This design comes from an exercise in tuning for small area, a short achievable clock period and few clock cycles on the open sky130 flow, not from production work. The RTL was checked by simulation tests, not by an equivalence proof against the original design.

### flow/config.mk
export PLATFORM = sky130hd
export DESIGN_NAME = ALU
export DESIGN_NICKNAME = ALU
export VERILOG_FILES = /design/flow/design.v
export SDC_FILE = /design/flow/constraint.sdc
export NUM_CORES = 4
export LEC_CHECK = 0
export CAP_MARGIN = 40
export CORE_MARGIN = 2
export CORE_UTILIZATION = 35
export SLEW_MARGIN = 20
### flow/constraint.sdc
create_clock -name core_clock -period 13.0 [get_ports {i_clk}]
set_input_delay 2.6000 -clock core_clock [delete_from_list [all_inputs] [get_ports {i_clk}]]
set_output_delay 2.6000 -clock core_clock [all_outputs]
set_load 0.01 [all_outputs]
### flow/design.v
typedef enum logic[3:0] {
    ALU_NOP,
    ALU_ADD,
    ALU_SUB,
    ALU_MUL,
    ALU_DIV,
    ALU_MOD,
    ALU_CMP,
    ALU_RESERVED,
    ALU_SHL,
    ALU_SHR,
    ALU_XOR,
    ALU_AND,
    ALU_OR,
    ALU_NOT,
    ALU_BSET,
    ALU_BRESET
} ALUInstruction;
typedef enum logic[3:0] {
    FPU_NOP,
    FPU_INT_TO_FLOAT,
    FPU_FLOAT_TO_INT,
    FPU_ADD,
    FPU_SUB,
    FPU_MUL,
    FPU_DIV,
    FPU_CMP,
    FPU_FLAGS
} FPUInstruction;
typedef enum logic[2:0] {
    DATA_NOP,
    DATA_REG_TO_ACCU,
    DATA_ACCU_TO_REG,
    DATA_LOAD,
    DATA_STORE,
    DATA_SWAP,
    DATA_RESERVED0,
    DATA_RESERVED1
} DataInstruction;
typedef enum logic[3:0] {
    CONTROL_NOP,
    CONTROL_FLAG_TO_REG0,
    CONTROL_REG0_TO_FLAG,
    CONTROL_STACK_TO_REG0,
    CONTROL_REG0_TO_STACK,
    CONTROL_IP_TO_REG0,
    CONTROL_REG0_TO_IP,
    CONTROL_CPU_TO_REG1,
    CONTROL_REG1_TO_CPU,
    CONTROL_CALL_SYS,
    CONTROL_RET_USER,
    CONTROL_JUMP_REL,
    CONTROL_JUMP_ABS,
    CONTROL_CALL,
    CONTROL_RETURN
} ControlInstruction;
typedef enum logic[1:0] {
    STACK_NOP,
    STACK_PUSH,
    STACK_POP
} StackInstruction;
typedef logic[4:0] Arg;
typedef struct packed {
    logic z;
    logic nz;
    logic n;
    logic nn;
    logic c;
    logic nc;
    logic o;
    logic no;
} Conditionals;
typedef struct packed {
    logic move_bits;
    logic alu_use_carry;
    ALUInstruction alu;
    FPUInstruction fpu;
    logic accu_override;
    DataInstruction data;
    ControlInstruction control;
    StackInstruction stack;
    Arg arg_alu;
    Arg arg_fpu;
    Arg arg_data;
    Arg arg_control;
    Arg arg_stack;
    logic reserved;
    Conditionals conditionals;
} Instruction;
module ALU(
    input wire i_clk, i_rst,
    input wire i_start,
    input wire [3:0] i_inst,
    input wire[63:0] i_data0, i_data1,
    input wire i_c,
    output reg o_wait,
    output reg o_finished,
    output reg[63:0] o_result,
    output reg o_c,
    output wire o_o, o_z, o_n,
    output wire o_error_div_by_zero
);
    assign o_o = o_c & i_data0[63] & i_data1[63];
    assign o_z = o_result == 0;
    assign o_n = o_result[63];
    assign o_error_div_by_zero = ((i_inst == ALU_DIV) | (i_inst == ALU_MOD)) && (i_data1 == 0);
    reg stage;
    reg[63:0] Q, N;
    reg doing_div;
    reg[5:0] div_count;
    wire[64:0] div_shifted = {N, Q[63]};
    wire div_fits = div_shifted >= {1'b0, i_data1};
    wire[63:0] div_next_n = div_fits ? (div_shifted[63:0] - i_data1) : div_shifted[63:0];
    wire[63:0] div_next_q = {Q[62:0], div_fits};
    always @(posedge i_clk or posedge i_rst) begin
        if (i_rst) begin
            o_wait <= 0;
            o_finished <= 0;
            o_result <= 0;
            o_c <= 0;
            stage <= 0;
        end else if (o_error_div_by_zero) begin
            o_result <= 0;
            o_wait <= 0;
            o_finished <= 1;
            stage <= 0;
        end else if (o_wait || i_start) begin
            o_finished <= 0;
            case (stage)
                0: begin
                    case (i_inst)
                        ALU_ADD: begin
                            {o_c, o_result} <= i_data0 + i_data1 + i_c;
                            o_finished <= 1;
                        end
                        ALU_SUB: begin
                            {o_c, o_result} <= i_data0 - i_data1 - i_c;
                            o_finished <= 1;
                        end
                        ALU_MUL: begin
                            o_result <= i_data0 * i_data1;
                            o_finished <= 1;
                        end
                        ALU_DIV: begin
                            o_wait <= 1;
                            Q <= i_data0;
                            N <= 0;
                            div_count <= 0;
                            stage <= 1;
                            doing_div <= 1;
                        end
                        ALU_MOD: begin
                            o_wait <= 1;
                            Q <= i_data0;
                            N <= 0;
                            div_count <= 0;
                            stage <= 1;
                            doing_div <= 0;
                        end
                        ALU_CMP: begin
                            {o_c, o_result} <= i_data0 - i_data1 - i_c;
                            o_finished <= 1;
                        end
                        ALU_SHL: begin
                            {o_c, o_result} <= {i_data0, i_c} << i_data1;
                            o_finished <= 1;
                        end
                        ALU_SHR: begin
                            {o_c, o_result} <= {i_c, i_data0} >> i_data1;
                            o_finished <= 1;
                        end
                        ALU_XOR: begin
                            o_result <= i_data0 ^ i_data1;
                            o_finished <= 1;
                        end
                        ALU_AND: begin
                            o_result <= i_data0 & i_data1;
                            o_finished <= 1;
                        end
                        ALU_OR: begin
                            o_result <= i_data0 | i_data1;
                            o_finished <= 1;
                        end
                        ALU_NOT: begin
                            o_result <= ~i_data0;
                            o_finished <= 1;
                        end
                        ALU_BSET: begin
                            o_result <= i_data0 | (1 << i_data1);
                            o_finished <= 1;
                        end
                        ALU_BRESET: begin
                            o_result <= i_data0 & ~(1 << i_data1);
                            o_finished <= 1;
                        end
                    endcase
                end
                1: begin
                    Q <= div_next_q;
                    N <= div_next_n;
                    div_count <= div_count + 1;
                    if (div_count == 63) begin
                        o_wait <= 0;
                        o_finished <= 1;
                        stage <= 0;
                        if (doing_div) begin
                            o_result <= div_next_q;
                        end else begin
                            o_result <= div_next_n;
                        end
                    end
                end
            endcase
        end else begin
            o_finished <= 0;
        end
    end
endmodule
### flow/run.sh
#!/bin/bash
# synth_recipe.tcl (not shown) runs the flow's synth.tcl, then flattens the netlist and writes it again
# the make line also repeats each setting of config.mk as NAME=value (left out here)
make -C /OpenROAD-flow-scripts/flow DESIGN_CONFIG=/design/flow/config.mk WORK_HOME=/design/flow/orfs CLKGATE_MAP_FILE= SYNTH_SCRIPT=/design/flow/synth_recipe.tcl finish
==> run notes <==
- H-tree Lvls: 1
- Crit path launch type: primary input
- Top Family by Delay on Critical Path: adder cells
- Postcts setup bufs: 0
- Final period utilization: 0.9518
- DP Area: 105700 µm²
- Final core utilization: 0.3910
- Worst-Margin Slew: 1078 ps
- Setup Viol. Count Final: 0
- Core Region: 273600 µm²
- Dominant cells by area after synthesis: fa_1 (38%), inv_1 (8.7%), ha_1 (7.4%)
- Overall routing resource usage: 0.4368
- Syn Std Cell Area: 96280 µm²
- Post-layout net count: 14.72k
- Most frequent CP cell: fa_1
- Row count: 192
- DR vias/cell: 6.177
- CP startpoint: i_data0[11]
- Pre-CTS setup slack: 309.2 ps
- Worst hold-check path type: reg2reg
- DIE WIDTH: 528.5 µm
- Yosys warns: 1
- TritonCTS clock tree: built
- Setup tns final: 0 ps
- Final Hold Vio Count: 0
- Post-route ant nets: 0
- Netlist cell types: 95
- Yosys reg bits: 203
- First-pass GRT wire length: 831400 µm
- Clk buf depth: 3
- Post-route cell area: 107000 µm²
- Leading cell types by count after synthesis: inv_1 (2224), fa_1 (1836), nand2_1 (1704)
- Clock Pin Slew Worst Setup and Hold Paths: 70 ps
- Antenna violations before repair: 77
- Number of synthesized flops with an enable pin: 135
- Crit-path slowest cell: clkinv_1
- IO Port Bufs: 206
- Yosys top cell area share: 0.3817
- Worst slew margin: 0.2607
- Die Y: 528.5 µm
- Via Count: 97.84k
- Worst skew pair latency: 700 ps
- Crit path capture: o_result[45]$_DFFE_PP0P_
- Register area share after synthesis: 0.05978
- Worst setup margin: 626.9 ps
- Vias in the first global route: 96.41k
- Max cap viols: 0
- 1st-iter DRT viols: 13.95k
- Syn_nets: 14.59k
- Crit-path max FO: 8
- CP endpoint kind: register
- Skew final: 54.81 ps
- Clock Sinks: 203
- DRC: 0
- Full die area: 279300 µm²
- Fraction of layout cells with a size suffix above 1: 0.08648
- WP depth: 36
- Unrepaired setup endpoints after global routing: false
- GPL Wtd Cong: 1.162
- CP max stage delay: 710 ps
- Total gr overflow: 0
- R2R Path Start: N[38]$_SDFFCE_PN0P_
- IO Pins: 207
- Avg WL per Cell: 38.96 µm
- Flop2flop setup slack: 6700 ps
- Setup CP Type: in2reg
- Cts bufs inserted: 28
- Status: complete, no violations
- Highest Clock Rate: 0.08082 GHz
- Worst path required time: 13540 ps
- Routed wire length: 617000 µm
- Top-count cell post-synth: inv_1
- Critical path arrival: 12920 ps
- Post-CTS sizing: 0
- Post-DP HPWL: 505800 µm
- Total iterations of the first detailed-routing run: 9
- Cell count after synthesis: 12.05k
- Post-synth top area cell: fa_1
- CTS Hold Bufs: 0
- Min cycle time layout: 12370 ps
- Mapped Avg Cell Area: 7.990 µm²
- R2R Path End: o_result[21]$_DFFE_PP0P_
- Pins Over Slew Limit: 0
- Pin count of the biggest net entering global routing: 86
- Top_reg_cell synth: edfxtp_1
- Root buffer cell: clkbuf_16
- Synth-to-Final Area Change: 11.11%
- Register-to-Register Path Depth: 12
- Worst path bufs/invs: 14
- Initial cell density of the core: 0.3519
- Ys async rst share: 0.3350
[kinds of logic after synthesis]
logic type                 share of synthesized area
AOI/OAI and AO/OA                             0.1303
and+or+nand+nor                               0.1695
buffers and inverters                         0.1227
DFF                                          0.05978
xor gates and xnor gates                     0.03193
muxes                                        0.03058
adders and majority gates                     0.4553
[worst register-to-register path: stages, from the launching register on]
cell      delay (ps)
edfxtp_1         430
ha_1             770
and3_1           520
nand4_1          140
nor4_1           440
nand3_1          770
nor3_1           630
o21bai_1         170
o211ai_1         210
buf_12           320
mux2i_1         1120
o21ai_0          250
a22o_1           380
[flip-flops by register name (all words and copies together) (netlist names)]
register,flops
doing_div,1
N,64
o_c,1
o_result,64
o_wait,1
div_count,6
o_finished,1
stage,1
Q,64
[routing by layer]
metal | global-route usage | vias up | routed length [µm]
met2 | 0.5953 | 7324 | 241600
li1 | - | 38660 | -
met4 | 0.3514 | 32 | 62400
met1 | 0.5589 | 49940 | 233800
met5 | 0 | - | 202
met3 | 0.1465 | 1880 | 78990
[cell type report]
type,instances,area (µm²)
Timing Repair Buffer,957,8155
Sequential cell,203,5759
Inverter,2258,8484
Multi-Input combinational cell,8729,78950
Clock buffer,33,719.4
Clock inverter,19,292.8
Fill cell,28550,166600
Tap cell,3589,4491
Antenna cell,50,125.1
[placed cells by master (no fill, tap or decap), drive strengths merged, types with 33 or more instances in the layout]
| cell | synthesis | routed |
|---|---|---|
| nor4 | 93 | 93 |
| and3 | 41 | 41 |
| nand4 | 168 | 168 |
| clkdlybuf4s50 | 0 | 140 |
| a221oi | 78 | 78 |
| clkbuf | 608 | 36 |
| o21bai | 65 | 65 |
| edfxtp | 135 | 135 |
| mux2i | 167 | 167 |
| o221ai | 53 | 53 |
| clkinv | 26 | 33 |
| and2 | 46 | 46 |
| mux4 | 43 | 43 |
| xnor2 | 257 | 257 |
| a2111oi | 45 | 45 |
| a21oi | 492 | 492 |
| inv | 2232 | 2235 |
| buf | 252 | 814 |
| nor2 | 1293 | 1293 |
| o22ai | 65 | 65 |
| diode | 0 | 50 |
| a221o | 38 | 38 |
| dfrtp | 68 | 68 |
| nand3 | 208 | 208 |
| fa | 1836 | 1836 |
| o211ai | 102 | 102 |
| o2111ai | 46 | 46 |
| nand2 | 1705 | 1705 |
| ha | 566 | 566 |
| a211oi | 75 | 75 |
| nor3 | 126 | 126 |
| a31oi | 75 | 75 |
| o21ai | 421 | 421 |
| a21o | 95 | 95 |
| xor2 | 94 | 94 |
| o31ai | 50 | 50 |
[through the flow]
step	hold WS, ps	instances
finish	540.3	15840
detailed placement	529.5	15730
global route	578.5	15800
global placement	530.5	15670
CTS	544.2	15780
floorplan	509.4	12050
[worst min-delay path by stage]
stage                               end  cells past startpoint  slack, ps                startpoint
5_1_grt        o_result[40]$_DFFE_PP0P_                      1        580  o_result[40]$_DFFE_PP0P_
2_1_floorplan  o_result[63]$_DFFE_PP0P_                      2        510           Q[62]$_DFFE_PP_
3_3_place_gp   o_result[40]$_DFFE_PP0P_                      1        530  o_result[40]$_DFFE_PP0P_
6_report       o_result[40]$_DFFE_PP0P_                      1        540  o_result[40]$_DFFE_PP0P_
4_1_cts        o_result[40]$_DFFE_PP0P_                      1        540  o_result[40]$_DFFE_PP0P_
3_5_place_dp   o_result[40]$_DFFE_PP0P_                      1        530  o_result[40]$_DFFE_PP0P_
Testbench counts, summed over its fixed seeds: cycles 68,288.

-- static timing again, ports no longer ideal --
In the flow no input, the clock included, has a driving cell. The finished layout below was timed again as built, in two steps. Step 1 sets driving cells, clkbuf_16 on the clock port and buf_2 on the other inputs (assumed; they add their load-dependent delay and slew). Step 2 times the ports against the registers' clock, not the clock port: input delays grow and output delays shrink by t, the midpoint of the rising clock arrivals with the driver on. Three values: ideal ports, drivers, drivers and shift; two values: the first two.
shift t [ns]: 0.738
setup WS [ns]: 0.627 / 0.670 / -0.068
clock arrival spread, ns: 0.055 / 0.055
slew at the worst register clock pin (ns): 0.09 / 0.09
Met with ideal ports but missed after step 2: setup timing in this run. For this run, drivers alone change the setup slack by +0.043 ns; drivers and shift together by -0.695 ns.
